Background: an optimization exercise with open tools, aiming at small area, a short achievable clock period and few clock cycles. Do not read the settings as production practice.
RTL that was checked went through simulation tests only; none was proved equivalent to the original.

==> trial 9: inputs <==
==> flow/design.v (excerpt) <==
module viterbi_top #(
    parameter N = 8,    
    parameter I = 3,    
    parameter K = 3,    
    parameter W = 16    
)(
    input                      clk,
    input                      rst_n,
    input                      start,
    input  [2:0]               length,
    input  [1:0]               obs_in,
    input                      obs_valid,
    input  signed [W-1:0]      logA_0,  logA_1,  logA_2,
    input  signed [W-1:0]      logA_3,  logA_4,  logA_5,
    input  signed [W-1:0]      logA_6,  logA_7,  logA_8,
    input  signed [W-1:0]      logC_0,  logC_1,  logC_2,
    input  signed [W-1:0]      logB_0,  logB_1,  logB_2,
    input  signed [W-1:0]      logB_3,  logB_4,  logB_5,
    input  signed [W-1:0]      logB_6,  logB_7,  logB_8,
    output [1:0]               path_0,
    output [1:0]               path_1,
    output [1:0]               path_2,
    output [1:0]               path_3,
    output [1:0]               path_4,
    output [1:0]               path_5,
    output [1:0]               path_6,
    output [1:0]               path_7,
    output reg                 done
);
Settings: LEC_CHECK=0, CAP_MARGIN=20, CORE_MARGIN=2, CORE_UTILIZATION=40, SLEW_MARGIN=20; clock period 12.0 ns.
standard.sh (not shown) runs the stock make flow with config.mk's settings and CLKGATE_MAP_FILE= SYNTH_SCRIPT=/design/flow/synth_recipe.tcl, a recipe that flattens the netlist after the stock synthesis.
==> flow/flow/run.sh <==
#!/bin/bash
# The standard layout (standard.sh), with plain buffers on the ports and
# timing repair aimed below the clock period.
set -euo pipefail
bash standard.sh \
  "BUFFER_PORTS_ARGS=-buffer_cell sky130_fd_sc_hd__buf_2" \
  SETUP_SLACK_MARGIN=6.5  "ADDER_MAP_FILE=" \
  finish > standard.log 2>&1
==> build 83: changes against trial 9 <==
Settings changed: ABC_AREA from default to 1.
==> impl_metrics.ini <==
[cells_and_area]
multi_input_area_share_pct = 55.5
clkCellAreaFrac_pct = 3.93

[setup_path]
r2r_setup_slack_ns = 6.92

[status]
status = no timing/DRC/antenna violations
The numbers above come from build 83.

==> impl_metrics.ini <==
[setup_path]
r2r_setup_slack_ns = 5.47

[status]
status = no timing/DRC/antenna violations

[timing]
relSlewSlack_pct = 22.8

[cells_and_area]
multi_input_area_share_pct = 60.9
The numbers above come from trial 9.

Testbench counts of trial 9, summed over its fixed seeds: cycles 44,222.
Testbench counts of build 83, summed over its fixed seeds: cycles 44,222.

==> inputs of 02-23 <==
Another version of the RTL of viterbi_top (not shown whole).
==> flow/config.mk <==
export PLATFORM = sky130hd
export DESIGN_NAME = viterbi_top
export DESIGN_NICKNAME = viterbi_top
export VERILOG_FILES = /design/flow/design.v
export SDC_FILE = /design/flow/constraint.sdc
export NUM_CORES = 4
export LEC_CHECK = 0
export ABC_AREA = 1
export CAP_MARGIN = 20
export CORE_MARGIN = 2
export CORE_UTILIZATION = 40
export SLEW_MARGIN = 20
export SYNTH_HIERARCHICAL = 1
==> flow/constraint.sdc <==
create_clock -name core_clock -period 12.0 [get_ports {clk}]
set_input_delay 2.4000 -clock core_clock [delete_from_list [all_inputs] [get_ports {clk}]]
set_output_delay 2.4000 -clock core_clock [all_outputs]
set_load 0.01 [all_outputs]
Scripts as last shown in full above: flow/flow/run.sh
==> 04-08: changes against 02-23 <==
--- a/flow/flow/run.sh
+++ b/flow/flow/run.sh
@@ -6,3 +6,3 @@
   "BUFFER_PORTS_ARGS=-buffer_cell sky130_fd_sc_hd__buf_2" \
-  SETUP_SLACK_MARGIN=6.5  "ADDER_MAP_FILE=" \
+  SETUP_SLACK_MARGIN=7.0  "ADDER_MAP_FILE=" \
   finish > standard.log 2>&1
Settings changed: TNS_END_PERCENT from default to 0.
==> results_dict.tcl <==
set metrics [dict create \
    critical_path_depth 19 \
    track_usage_pct 27.6 \
    post_cts.repair.setup_buffers 48 \
    syn2layout_area_growth_pct 19.0 \
    arrival_ps 3000 \
    status "complete, no violations" \
    nMultiInputCombCells 3315 \
    drtIter0Drc 2208 \
    seq_share_pct 20.6 \
    nonClkBufAreaFrac_pct 9.66 \
    critical_path_buf_inv_count 7 \
    multi_input_area_sq_mm 0.0151 \
]
That was 02-23.
==> results_dict.tcl <==
set metrics [dict create \
    status "complete, no violations" \
    arrival_ps 2980 \
    syn2layout_area_growth_pct 19.0 \
    post_cts.repair.setup_buffers 60 \
    seq_share_pct 20.6 \
    multi_input_area_sq_mm 0.0152 \
    critical_path_depth 18 \
    critical_path_buf_inv_count 8 \
]
That was 04-08.
Function was not checked in any run of this note: the RTL went through the layout flow alone.

==> inputs of v13 <==
viterbi_top, a different RTL version from the one above (not shown whole).
clock: 12.0 ns
lec_check: 0
abc_area: 1
cap_margin: 20
core_margin: 2
core_utilization: 40
slew_margin: 20
==> flow/flow/run.sh <==
#!/bin/bash
# The standard layout (standard.sh), with plain buffers on the ports and
# timing repair aimed below the clock period.
set -euo pipefail
bash standard.sh \
  "BUFFER_PORTS_ARGS=-buffer_cell sky130_fd_sc_hd__buf_2" \
  SETUP_SLACK_MARGIN=6.5  \
  finish > standard.log 2>&1
==> inputs of v16, as changes to v13 <==
--- a/flow/design.v
+++ b/flow/design.v
@@ -55,19 +55,21 @@
   reg signed [W-1:0] e_0, e_1, e_2;
   always @(*) begin
     case (obs_in)
       2'd1:    begin e_0 = logB_1; e_1 = logB_4; e_2 = logB_7; end
       2'd2:    begin e_0 = logB_2; e_1 = logB_5; e_2 = logB_8; end
       default: begin e_0 = logB_0; e_1 = logB_3; e_2 = logB_6; end
     endcase
   end
+  wire [15:0] a00 = busy ? logA_0 : logC_0;
+  wire [15:0] d00 = busy ? delta_0 : 16'd0;
   wire [15:0] c00;
-  wire [15:0] c00_p = delta_0 ^ logA_0;
-  wire [15:0] c00_g = delta_0 & logA_0;
+  wire [15:0] c00_p = d00 ^ a00;
+  wire [15:0] c00_g = d00 & a00;
   wire c00_G0_1 = c00_g[1] | (c00_p[1] & c00_g[0]);
   wire c00_P0_1 = c00_p[1] & c00_p[0];
   wire c00_G0_3 = c00_g[3] | (c00_p[3] & c00_g[2]);
   wire c00_P0_3 = c00_p[3] & c00_p[2];
   wire c00_G0_5 = c00_g[5] | (c00_p[5] & c00_g[4]);
   wire c00_P0_5 = c00_p[5] & c00_p[4];
   wire c00_G0_7 = c00_g[7] | (c00_p[7] & c00_g[6]);
   wire c00_P0_7 = c00_p[7] & c00_p[6];
@@ -130,19 +132,21 @@
   assign c00[8] = c00_p[8] ^ c00_G2_7;
   assign c00[9] = c00_p[9] ^ c00_G3_8;
   assign c00[10] = c00_p[10] ^ c00_G3_9;
   assign c00[11] = c00_p[11] ^ c00_G3_10;
   assign c00[12] = c00_p[12] ^ c00_G3_11;
   assign c00[13] = c00_p[13] ^ c00_G3_12;
   assign c00[14] = c00_p[14] ^ c00_G3_13;
   assign c00[15] = c00_p[15] ^ c00_G3_14;
+  wire [15:0] a01 = busy ? logA_1 : logC_1;
+  wire [15:0] d01 = busy ? delta_0 : 16'd0;
   wire [15:0] c01;
-  wire [15:0] c01_p = delta_0 ^ logA_1;
-  wire [15:0] c01_g = delta_0 & logA_1;
+  wire [15:0] c01_p = d01 ^ a01;
+  wire [15:0] c01_g = d01 & a01;
   wire c01_G0_1 = c01_g[1] | (c01_p[1] & c01_g[0]);
   wire c01_P0_1 = c01_p[1] & c01_p[0];
   wire c01_G0_3 = c01_g[3] | (c01_p[3] & c01_g[2]);
   wire c01_P0_3 = c01_p[3] & c01_p[2];
   wire c01_G0_5 = c01_g[5] | (c01_p[5] & c01_g[4]);
   wire c01_P0_5 = c01_p[5] & c01_p[4];
   wire c01_G0_7 = c01_g[7] | (c01_p[7] & c01_g[6]);
   wire c01_P0_7 = c01_p[7] & c01_p[6];
@@ -205,19 +209,21 @@
   assign c01[8] = c01_p[8] ^ c01_G2_7;
   assign c01[9] = c01_p[9] ^ c01_G3_8;
   assign c01[10] = c01_p[10] ^ c01_G3_9;
   assign c01[11] = c01_p[11] ^ c01_G3_10;
   assign c01[12] = c01_p[12] ^ c01_G3_11;
   assign c01[13] = c01_p[13] ^ c01_G3_12;
   assign c01[14] = c01_p[14] ^ c01_G3_13;
   assign c01[15] = c01_p[15] ^ c01_G3_14;
+  wire [15:0] a02 = busy ? logA_2 : logC_2;
+  wire [15:0] d02 = busy ? delta_0 : 16'd0;
   wire [15:0] c02;
-  wire [15:0] c02_p = delta_0 ^ logA_2;
-  wire [15:0] c02_g = delta_0 & logA_2;
+  wire [15:0] c02_p = d02 ^ a02;
+  wire [15:0] c02_g = d02 & a02;
   wire c02_G0_1 = c02_g[1] | (c02_p[1] & c02_g[0]);
   wire c02_P0_1 = c02_p[1] & c02_p[0];
   wire c02_G0_3 = c02_g[3] | (c02_p[3] & c02_g[2]);
   wire c02_P0_3 = c02_p[3] & c02_p[2];
   wire c02_G0_5 = c02_g[5] | (c02_p[5] & c02_g[4]);
   wire c02_P0_5 = c02_p[5] & c02_p[4];
   wire c02_G0_7 = c02_g[7] | (c02_p[7] & c02_g[6]);
   wire c02_P0_7 = c02_p[7] & c02_p[6];
@@ -828,20 +834,19 @@
   wire g21_0_g2_0 = g21_0_g1_2 | (g21_0_p1_2 & g21_0_g1_0);
   wire g21_0_p2_0 = g21_0_p1_2 & g21_0_p1_0;
   wire g21_0_g2_2 = g21_0_g1_6 | (g21_0_p1_6 & g21_0_g1_4);
   wire g21_0_p2_2 = g21_0_p1_6 & g21_0_p1_4;
   wire g21_0_g3_0 = g21_0_g2_2 | (g21_0_p2_2 & g21_0_g2_0);
   wire g21_0 = g21_0_g3_0;
   wire s2_0 = busy & (g10_0 ? g21_0 : g20_0);
   wire s1_0 = busy & g10_0 & ~g21_0;
-  wire [15:0] u00 = busy ? c00 : logC_0;
   wire [15:0] t00;
-  wire [15:0] t00_p = u00 ^ e_0;
-  wire [15:0] t00_g = u00 & e_0;
+  wire [15:0] t00_p = c00 ^ e_0;
+  wire [15:0] t00_g = c00 & e_0;
   wire t00_G0_1 = t00_g[1] | (t00_p[1] & t00_g[0]);
   wire t00_P0_1 = t00_p[1] & t00_p[0];
   wire t00_G0_3 = t00_g[3] | (t00_p[3] & t00_g[2]);
   wire t00_P0_3 = t00_p[3] & t00_p[2];
   wire t00_G0_5 = t00_g[5] | (t00_p[5] & t00_g[4]);
   wire t00_P0_5 = t00_p[5] & t00_p[4];
   wire t00_G0_7 = t00_g[7] | (t00_p[7] & t00_g[6]);
   wire t00_P0_7 = t00_p[7] & t00_p[6];
@@ -1153,20 +1158,19 @@
   wire g21_1_g2_0 = g21_1_g1_2 | (g21_1_p1_2 & g21_1_g1_0);
   wire g21_1_p2_0 = g21_1_p1_2 & g21_1_p1_0;
   wire g21_1_g2_2 = g21_1_g1_6 | (g21_1_p1_6 & g21_1_g1_4);
   wire g21_1_p2_2 = g21_1_p1_6 & g21_1_p1_4;
   wire g21_1_g3_0 = g21_1_g2_2 | (g21_1_p2_2 & g21_1_g2_0);
   wire g21_1 = g21_1_g3_0;
   wire s2_1 = busy & (g10_1 ? g21_1 : g20_1);
   wire s1_1 = busy & g10_1 & ~g21_1;
-  wire [15:0] u01 = busy ? c01 : logC_1;
   wire [15:0] t01;
-  wire [15:0] t01_p = u01 ^ e_1;
-  wire [15:0] t01_g = u01 & e_1;
+  wire [15:0] t01_p = c01 ^ e_1;
+  wire [15:0] t01_g = c01 & e_1;
   wire t01_G0_1 = t01_g[1] | (t01_p[1] & t01_g[0]);
   wire t01_P0_1 = t01_p[1] & t01_p[0];
   wire t01_G0_3 = t01_g[3] | (t01_p[3] & t01_g[2]);
   wire t01_P0_3 = t01_p[3] & t01_p[2];
   wire t01_G0_5 = t01_g[5] | (t01_p[5] & t01_g[4]);
   wire t01_P0_5 = t01_p[5] & t01_p[4];
   wire t01_G0_7 = t01_g[7] | (t01_p[7] & t01_g[6]);
   wire t01_P0_7 = t01_p[7] & t01_p[6];
@@ -1478,20 +1482,19 @@
   wire g21_2_g2_0 = g21_2_g1_2 | (g21_2_p1_2 & g21_2_g1_0);
   wire g21_2_p2_0 = g21_2_p1_2 & g21_2_p1_0;
   wire g21_2_g2_2 = g21_2_g1_6 | (g21_2_p1_6 & g21_2_g1_4);
   wire g21_2_p2_2 = g21_2_p1_6 & g21_2_p1_4;
   wire g21_2_g3_0 = g21_2_g2_2 | (g21_2_p2_2 & g21_2_g2_0);
   wire g21_2 = g21_2_g3_0;
   wire s2_2 = busy & (g10_2 ? g21_2 : g20_2);
   wire s1_2 = busy & g10_2 & ~g21_2;
-  wire [15:0] u02 = busy ? c02 : logC_2;
   wire [15:0] t02;
-  wire [15:0] t02_p = u02 ^ e_2;
-  wire [15:0] t02_g = u02 & e_2;
+  wire [15:0] t02_p = c02 ^ e_2;
+  wire [15:0] t02_g = c02 & e_2;
   wire t02_G0_1 = t02_g[1] | (t02_p[1] & t02_g[0]);
   wire t02_P0_1 = t02_p[1] & t02_p[0];
   wire t02_G0_3 = t02_g[3] | (t02_p[3] & t02_g[2]);
   wire t02_P0_3 = t02_p[3] & t02_p[2];
   wire t02_G0_5 = t02_g[5] | (t02_p[5] & t02_g[4]);
   wire t02_P0_5 = t02_p[5] & t02_p[4];
   wire t02_G0_7 = t02_g[7] | (t02_p[7] & t02_g[6]);
   wire t02_P0_7 = t02_p[7] & t02_p[6];
==> flow/run.sh (new file) <==
#!/bin/bash
# synth_recipe.tcl (not shown) runs the flow's synth.tcl, then flattens the netlist and writes it again
# the make line also repeats each setting of config.mk as NAME=value (left out here)
make -C /OpenROAD-flow-scripts/flow DESIGN_CONFIG=/design/flow/config.mk WORK_HOME=/design/flow/orfs CLKGATE_MAP_FILE= SYNTH_SCRIPT=/design/flow/synth_recipe.tcl finish
Settings changed: SETUP_SLACK_MARGIN from default to 4.
removed: flow/flow/run.sh
removed: flow/standard.sh
==> results_dict.tcl <==
set metrics [dict create \
    die_area_um2 56900 \
    rsz0062_at_grt "true" \
    clockBufferCount 9 \
    buffers_excl_clock 607 \
    run_status "complete, no violations" \
    synth.area.top_cells "nand2_1 19%, ha_1 14%, edfxtp_1 12%" \
]
-- figures above: v13

==> results_dict.tcl <==
set metrics [dict create \
    postCtsHoldBufs 0 \
    clockBufferCount 12 \
    synth.area.top_cells "nand2_1 21%, ha_1 14%, edfxtp_1 12%" \
    rsz0062_at_grt "false" \
    run_status "complete, no violations" \
    die_area_um2 57300 \
    buffers_excl_clock 374 \
]
-- figures above: v16

Function was not checked in any run of this note: the RTL went through the layout flow alone.

separate check: timing with driven ports:
In the flow no input, the clock included, has a driving cell. The finished layouts below were timed again as built, in two steps. Step 1, drivers: a clkbuf_16 drives clk and a buf_2 each remaining input, both assumed. Step 2, shift: input delay + t, output delay - t, t = (earliest + latest rising clock arrival at the registers) / 2. This alone moves slack from input paths to output paths. a / b / c = no drivers / after step 1 / after step 2; a / b = the first two.
run	shift t [ns]	slack for setup (ns)	hold slack, ns	slew at the worst register clock pin (ns)	worst data-port slew with drivers (ns)
trial 9	0.671	2.798 / 2.732 / 3.402	0.594 / 0.594 / 0.594	0.07 / 0.07	0.09
build 83	0.652	6.120 / 6.062 / 6.194	0.492 / 0.492 / 0.492	0.07 / 0.07	0.08
02-23	0.657	6.603 / 6.542 / 6.289	0.490 / 0.490 / 0.490	0.07 / 0.07	0.07
04-08	0.667	6.621 / 6.555 / 6.184	0.485 / 0.485 / 0.485	0.07 / 0.07	0.07
v13	0.450	6.294 / 6.306 / 5.856	0.496 / 0.496 / 0.496	0.09 / 0.09	0.08
v16	0.433	4.544 / 4.570 / 4.137	0.509 / 0.509 / 0.509	0.08 / 0.08	0.07
After both steps setup and hold are still met in every run listed. For v13, which loses most, drivers alone change the setup slack by +0.012 ns; drivers and shift together by -0.438 ns.
